This is an optimization exercise on Yosys and OpenROAD, whose aim is small area and a short achievable clock period, not a production implementation. At most, simulation tests tie the RTL to the original design; equivalence was not proved.

==> run Y: inputs <==
Design iir_variable_filter, start of the top module:
module iir_variable_filter (
    input  wire               clk,
    input  wire               reset_n,
    input  wire        [8:0]  filter_index,
    input  wire signed [15:0] data_in,
    output wire signed [31:0] data_out
);
==> flow/config.mk <==
export PLATFORM = sky130hd
export DESIGN_NAME = iir_variable_filter
export DESIGN_NICKNAME = iir_variable_filter
export VERILOG_FILES = /design/flow/design.v
export SDC_FILE = /design/flow/constraint.sdc
export NUM_CORES = 4
export LEC_CHECK = 0
export ABC_AREA = 1
export CAP_MARGIN = 20
export CORE_MARGIN = 2
export CORE_UTILIZATION = 50
export CTS_BUF_LIST = sky130_fd_sc_hd__clkbuf_8 sky130_fd_sc_hd__clkbuf_16
export SETUP_SLACK_MARGIN = 5
export SLEW_MARGIN = 20
export SYNTH_HIERARCHICAL = 1
export TNS_END_PERCENT = 0
==> flow/constraint.sdc <==
create_clock -name core_clock -period 15.0 [get_ports {clk}]
set_input_delay 3.0000 -clock core_clock [delete_from_list [all_inputs] [get_ports {clk}]]
set_output_delay 3.0000 -clock core_clock [all_outputs]
set_load 0.01 [all_outputs]
standard.sh (not shown) runs the stock make flow with config.mk's settings and CLKGATE_MAP_FILE= SYNTH_SCRIPT=/design/flow/synth_recipe.tcl, a recipe that flattens the netlist after the stock synthesis.
==> flow/flow/run.sh <==
#!/bin/bash
# The standard layout (standard.sh: the standard flow's synthesis and ORFS flow, unchanged), except that the
# port buffers are the platform's smallest buffer (buffer_ports -buffer_cell) instead of the
# delay cell the resizer picks by default. make's full output goes to flow_make.log; ORFS keeps
# each step's own log under orfs/logs/.
set -euo pipefail
bash standard.sh "BUFFER_PORTS_ARGS=-buffer_cell sky130_fd_sc_hd__buf_1" finish > flow_make.log 2>&1
==> run R: changes against run Y <==
CORE_UTILIZATION = 60   (was 50)
==> comparison <==
Worst setup slack: run R is better than run Y (0.92 ps).
Against run R, the first-iteration DRC count of run Y is smaller by about 18%.
Against run Y, the core utilization of run R is higher by 11 points.
In sequential cell count, run R and run Y do not differ.
Cell count: run Y is larger than run R (about 3%).
No functional check of the RTL was part of any run of this note.

==> inputs of run M <==
iir_variable_filter, a different RTL version from the one above (not shown whole).
clock: 15.0 ns
lec_check: 0
cap_margin: 20
core_margin: 2
core_utilization: 50
setup_slack_margin: 5
slew_margin: 20
synth_hierarchical: 1
run.sh (not shown) runs the stock make flow with config.mk's settings and CLKGATE_MAP_FILE= SYNTH_SCRIPT=/design/flow/synth_recipe.tcl, a recipe that flattens the netlist after the stock synthesis.
Stock flow here: none of the scripts above is used.
==> run Z: changes against run M <==
--- a/flow/design.v
+++ b/flow/design.v
@@ -127,20 +127,12 @@
     input  wire        valid   
 );
     reg signed [15:0] r_x, x1, x2;
     reg signed [18:0] s;         
     reg signed [18:0] y0, y1, y2;    
-    reg  signed [16:0] q;        
-    wire [16:0] qn;
-    wire [16:0] qc;
-    iir_ha u_qa0 (.a(r_x[0]), .b(x1[0]), .s(qn[0]), .co(qc[1]));
-    genvar gi;
-    generate for (gi = 1; gi < 16; gi = gi + 1) begin : qrip
-        iir_fa u_qa (.a(r_x[gi]), .b(x1[gi]), .c(qc[gi]), .s(qn[gi]), .co(qc[gi+1]));
-    end endgenerate
-    assign qn[16] = r_x[15] ^ x1[15] ^ qc[16];
-    assign qc[0] = 1'b0;
+    wire signed [16:0] q = x1 + x2;
+    wire signed [16:0] qn = r_x + x1;    
     wire shs0, shc0;
     iir_ha u_sh0 (.a(x2[1]), .b(qn[1]), .s(shs0), .co(shc0));
     wire ss0, sc0;
     iir_fa u_sa0 (.a(x2[2]), .b(qn[2]), .c(qn[1]), .s(ss0), .co(sc0));
     wire ss1, sc1;
@@ -2039,14 +2031,14 @@
     wire [31:0] sa = {fc580, fc579, fc578, fc577, fc576, fc575, fc574, fc573, fc572, fc571, fc570, fc569, fc568, fc567, fc566, fc565, fc564, fc563, fc562, fc561, fc560, fc559, fc558, fc557, fc556, fc555, fc554, fc553, fc552, fc551, fhc26, fhs26};
     wire [31:0] sb = {fs581, fs580, fs579, fs578, fs577, fs576, fs575, fs574, fs573, fs572, fs571, fs570, fs569, fs568, fs567, fs566, fs565, fs564, fs563, fs562, fs561, fs560, fs559, fs558, fs557, fs556, fs555, fs554, fs553, fs552, fs551, fhs25};
     wire [31:0] sum = sa + sb;
     always @(posedge clk or negedge reset_n) begin
         if (!reset_n) begin
-            r_x <= 0; x1 <= 0; x2 <= 0; s <= 0; q <= 0;
+            r_x <= 0; x1 <= 0; x2 <= 0; s <= 0;
             y0 <= 0; y1 <= 0; y2 <= 0;
         end else begin
-            r_x <= data_in; x1 <= r_x; x2 <= x1; s <= s_next; q <= qn;
+            r_x <= data_in; x1 <= r_x; x2 <= x1; s <= s_next;
             y0 <= sum[31:13] & {19{valid}}; y1 <= y0; y2 <= y1;
         end
     end
     assign data_out = {{13{y0[18]}}, y0};
 endmodule
==> flow_metrics.tcl <==
set metrics [dict create \
    tightest_slew_ns 1.23 \
    grt_use_met1_pct 50.9 \
    setup_slack_ns 5.03 \
    outcome "complete, no violations" \
    required_ns 15.39 \
]
[end of results for run M]
==> flow_metrics.tcl <==
set metrics [dict create \
    grt_use_met1_pct 51.0 \
    setup_slack_ns 5.05 \
    yosysWarningCount 8 \
    wirelength_microns 128000 \
    critPathCaptureType "flip-flop" \
    outcome "complete, no violations" \
    required_ns 15.37 \
]
[end of results for run Z]
No functional check of the RTL was part of any run of this note.

==> 08-17: inputs <==
Another version of the RTL of iir_variable_filter (not shown whole).
Design iir_variable_filter, start of the top module:
module iir_variable_filter (
    input  wire               clk,
    input  wire               reset_n,
    input  wire        [8:0]  filter_index,
    input  wire signed [15:0] data_in,
    output wire signed [31:0] data_out
);
clock: 15.0 ns
lec_check: 0
abc_area: 1
cap_margin: 20
core_margin: 2
core_utilization: 45
cts_buf_list: sky130_fd_sc_hd__clkbuf_8 sky130_fd_sc_hd__clkbuf_16
setup_slack_margin: 5
slew_margin: 20
synth_hierarchical: 1
tns_end_percent: 0
==> 10-28: changes against 08-17 <==
- CORE_UTILIZATION: 45 -> 50
==> run notes <==
item                                                             10-28                08-17
Biggest fanout along the worst timing path                          26                   19
Core footprint                                             0.05869 mm2          0.06458 mm2
Result of the run                                       finished clean       finished clean
Clk cell area share                                             1.864%               1.822%
Effective utilization at floorplan                              50.27%               45.68%
Register-to-register setup slack                               5.80 ns              6.00 ns
Largest net degree at the start of global routing                   89                   93
Placement-stage cell area                                  0.03058 mm2          0.03064 mm2
Hold Path Sink                                     IIR.x1[0]$_DFF_PN0_  IIR.x2[0]$_DFF_PN0_
Pre-CTS setup slack                                           2.849 ns             3.057 ns
Pin slew with the least headroom to its limit                0.8888 ns            0.9799 ns
Timing endpoint of the critical path               IIR.y0[7]$_DFF_PN0_  IIR.y0[8]$_DFF_PN0_
Post-CTS repair timing setup buffer count                           24                   33
Critical path launch point                             filter_index[4]      filter_index[1]

==> run a: inputs <==
Another version of the RTL of iir_variable_filter (not shown whole).
clock: 15.0 ns
lec_check: 0
cap_margin: 20
core_margin: 2
core_utilization: 50
cts_buf_list: sky130_fd_sc_hd__clkbuf_4 sky130_fd_sc_hd__clkbuf_8
setup_slack_margin: 5
slew_margin: 20
synth_hierarchical: 1
==> run b: changes against run a <==
--- a/flow/config.mk
+++ b/flow/config.mk
@@ -9,5 +9,4 @@
 export CORE_MARGIN = 2
 export CORE_UTILIZATION = 50
-export CTS_BUF_LIST = sky130_fd_sc_hd__clkbuf_4 sky130_fd_sc_hd__clkbuf_8
 export SETUP_SLACK_MARGIN = 5
 export SLEW_MARGIN = 20
==> run_results.csv <==
group,metric,value,unit
run_status,status,"no timing/DRC/antenna violations",
sta,finalCritPeriodShare,66.7,%
layout,area_growth,11.4,%
layout,nets,3451,
setup_path,timing.critical_path.to,"IIR.y0[13]",
sta,skew,0.0407,ns
grt,grt.met2_usage,59.8,%
sta,worst_pin_slew,1.22,ns
sta,clock.fmax,100,MHz
layout,diodes,3,
clock_network,clk_latency,0.56,ns
layout,layout.clock.cell_area_share,1.23,%
sta,final.min_clock_period,10.0,ns
sta,setup_ws,5.00,ns
routing,met2WireLength,53500,um
routing,wl_met3,14300,um
the above is filed under run a

==> run_results.csv <==
group,metric,value,unit
layout,area_growth,13.7,%
layout,layout.clock.cell_area_share,1.76,%
routing,met2WireLength,53700,um
sta,setup_ws,5.00,ns
clock_network,clk_latency,0.49,ns
run_status,status,"no timing/DRC/antenna violations",
layout,diodes,1,
sta,worst_pin_slew,1.21,ns
sta,finalCritPeriodShare,66.7,%
layout,nets,3476,
sta,skew,0.0221,ns
the above is filed under run b


==> run F: inputs <==
iir_variable_filter with an RTL version that a note above also has.
==> flow/design.v (excerpt) <==
module iir_variable_filter (
    input  wire               clk,
    input  wire               reset_n,
    input  wire        [8:0]  filter_index,
    input  wire signed [15:0] data_in,
    output wire signed [31:0] data_out
);
make LEC_CHECK=0 ABC_AREA=1 CAP_MARGIN=20 CORE_MARGIN=2 CORE_UTILIZATION=50 CTS_BUF_LIST='sky130_fd_sc_hd__clkbuf_8 sky130_fd_sc_hd__clkbuf_16' GPL_TIMING_DRIVEN=0 SETUP_SLACK_MARGIN=5 SLEW_MARGIN=20 SYNTH_HIERARCHICAL=1 TNS_END_PERCENT=0 finish   # period 15.0 ns
==> inputs of run A, as changes to run F <==
==> flow/flow/run.sh (new file) <==
#!/bin/bash
# The standard layout (standard.sh: the standard flow's synthesis and ORFS flow, unchanged), except that the
# port buffers are the platform's smallest buffer (buffer_ports -buffer_cell) instead of the
# delay cell the resizer picks by default, and repair_timing aims for 5.5 ns of setup slack. make's full output goes to flow_make.log; ORFS keeps
# each step's own log under orfs/logs/.
set -euo pipefail
bash standard.sh "BUFFER_PORTS_ARGS=-buffer_cell sky130_fd_sc_hd__buf_1" SETUP_SLACK_MARGIN=5.5 finish > flow_make.log 2>&1
==> flow/standard.sh (new file) <==
#!/bin/bash
# synth_recipe.tcl (not shown) runs the flow's synth.tcl, then flattens the netlist and writes it again
# the make line also repeats each setting of config.mk as NAME=value (left out here)
make -C /OpenROAD-flow-scripts/flow DESIGN_CONFIG=/design/flow/config.mk WORK_HOME=/design/flow/orfs CLKGATE_MAP_FILE= SYNTH_SCRIPT=/design/flow/synth_recipe.tcl "${@:-finish}"
--- a/flow/config.mk
+++ b/flow/config.mk
@@ -11,5 +11,4 @@
 export CORE_UTILIZATION = 50
 export CTS_BUF_LIST = sky130_fd_sc_hd__clkbuf_8 sky130_fd_sc_hd__clkbuf_16
-export GPL_TIMING_DRIVEN = 0
 export SETUP_SLACK_MARGIN = 5
 export SLEW_MARGIN = 20
removed: flow/run.sh
==> inputs of run H, as changes to run F <==
--- a/flow/config.mk
+++ b/flow/config.mk
@@ -9,7 +9,7 @@
 export CAP_MARGIN = 20
 export CORE_MARGIN = 2
-export CORE_UTILIZATION = 50
+export CORE_UTILIZATION = 55
 export CTS_BUF_LIST = sky130_fd_sc_hd__clkbuf_8 sky130_fd_sc_hd__clkbuf_16
-export GPL_TIMING_DRIVEN = 0
+export PLACE_DENSITY = 0.7
 export SETUP_SLACK_MARGIN = 5
 export SLEW_MARGIN = 20
==> notes <==
The lowest hold slack belongs to run F, the highest to run H. Cell area, highest first: run A, run F, run H. Fmax: run H < run F < run A. Run A finished clean. Run F went through all stages and came out clean. Run H ran to the end with no violations. Wire length: run H > run A > run F. Utilization: run F < run A < run H. Between run F and run A, the lower worst setup slack is in run F (gap 0.53 ns). In sequential cell count, run A and run F do not differ. Clock skew: run F > run A > run H. Of run A and run H, run A has the higher die area (gap about 10%, measured against run H).
==> figures <==
                                                                          run F                    run A                    run H
Result of the run                                       complete, no violations  complete, no violations  complete, no violations
Metal2 WL                                                              51680 um                 51930 um                 52290 um
Layout buffer count excluding clock buffers                                 318                      240                      166
Initial Utilization                                                      0.5027                   0.5027                   0.5591
Crit path time final                                                   9.918 ns                 9.392 ns                 9.949 ns
Design area                                                        0.03319 mm^2             0.03347 mm^2             0.03200 mm^2
Final cell count without fillers                                           3868                     3800                     3632
Multi-input combinational cell count                                       2316                     2318                     2316
Startpoint of the worst setup timing path                       filter_index[0]          filter_index[2]          filter_index[4]
Slack of the worst reg-to-reg path                                      5.91 ns                  5.90 ns                  5.66 ns
Upper clock frequency limit                                           100.8 MHz                106.5 MHz                100.5 MHz
Multi-input gate share of the layout cell area                           0.7435                   0.7476                   0.7594
Crit path arrival time                                                 10.29 ns                  9.78 ns                 10.34 ns
Routed wire length on met3                                             13130 um                 16560 um                 16370 um
Non-clock inverter instance count of the final layout                       288                      292                      288
Routed via count                                                          24390                    25020                    24840
Global placer's final weighted congestion                                 1.104                    1.037                    1.038
Final-layout non-clock buffer area share                                0.06687                  0.05820                  0.04638
Hold Path End                                                         IIR.x1[0]                IIR.x2[0]                IIR.x2[0]
Row Count                                                                    89                       89                       84

## separate check: timing with driven ports
How much do the figures lean on ideal ports? The routed layouts below were timed once more, with nothing changed but the port constraints.
Step 1 assumes that a clkbuf_16 drives the clock port and a buf_2 every other input.
Step 2 times the ports against the registers' clock, not the clock port: input delays grow and output delays shrink by t, the midpoint of the rising clock arrivals with the driver on.
Slacks: ideal / step 1 / step 2; pairs: ideal / step 1.
run | shift t [ns] | slack for setup (ns) | hold slack, ns | pins driven straight from the clock port
run Y | 0.557 | 5.163 / 5.210 / 4.653 | 0.395 / 0.395 / 0.395 | 1
run R | 0.567 | 5.164 / 5.207 / 4.640 | 0.382 / 0.382 / 0.382 | 1
run M | 0.560 | 5.032 / 4.978 / 4.418 | 0.389 / 0.389 / 0.389 | 1
run Z | 0.562 | 5.053 / 4.945 / 4.383 | 0.385 / 0.385 / 0.385 | 1
08-17 | 0.563 | 5.198 / 5.245 / 4.682 | 0.384 / 0.384 / 0.384 | 1
10-28 | 0.579 | 5.179 / 5.227 / 4.648 | 0.393 / 0.393 / 0.393 | 1
run a of note 4 | 0.601 | 5.000 / 5.010 / 4.409 | 0.379 / 0.379 / 0.379 | 1
run b of note 4 | 0.538 | 5.002 / 4.990 / 4.452 | 0.382 / 0.382 / 0.382 | 1
run F of note 5 | 0.569 | 5.082 / 5.116 / 4.548 | 0.390 / 0.390 / 0.390 | 1
run A of note 5 | 0.568 | 5.608 / 5.642 / 5.074 | 0.390 / 0.390 / 0.390 | 1
run H of note 5 | 0.561 | 5.051 / 5.096 / 4.535 | 0.391 / 0.391 / 0.391 | 1
After both steps every run listed still meets setup and hold. The setup slack of run Z, which loses most, moves by -0.108 ns with the drivers and by -0.670 ns with both steps.
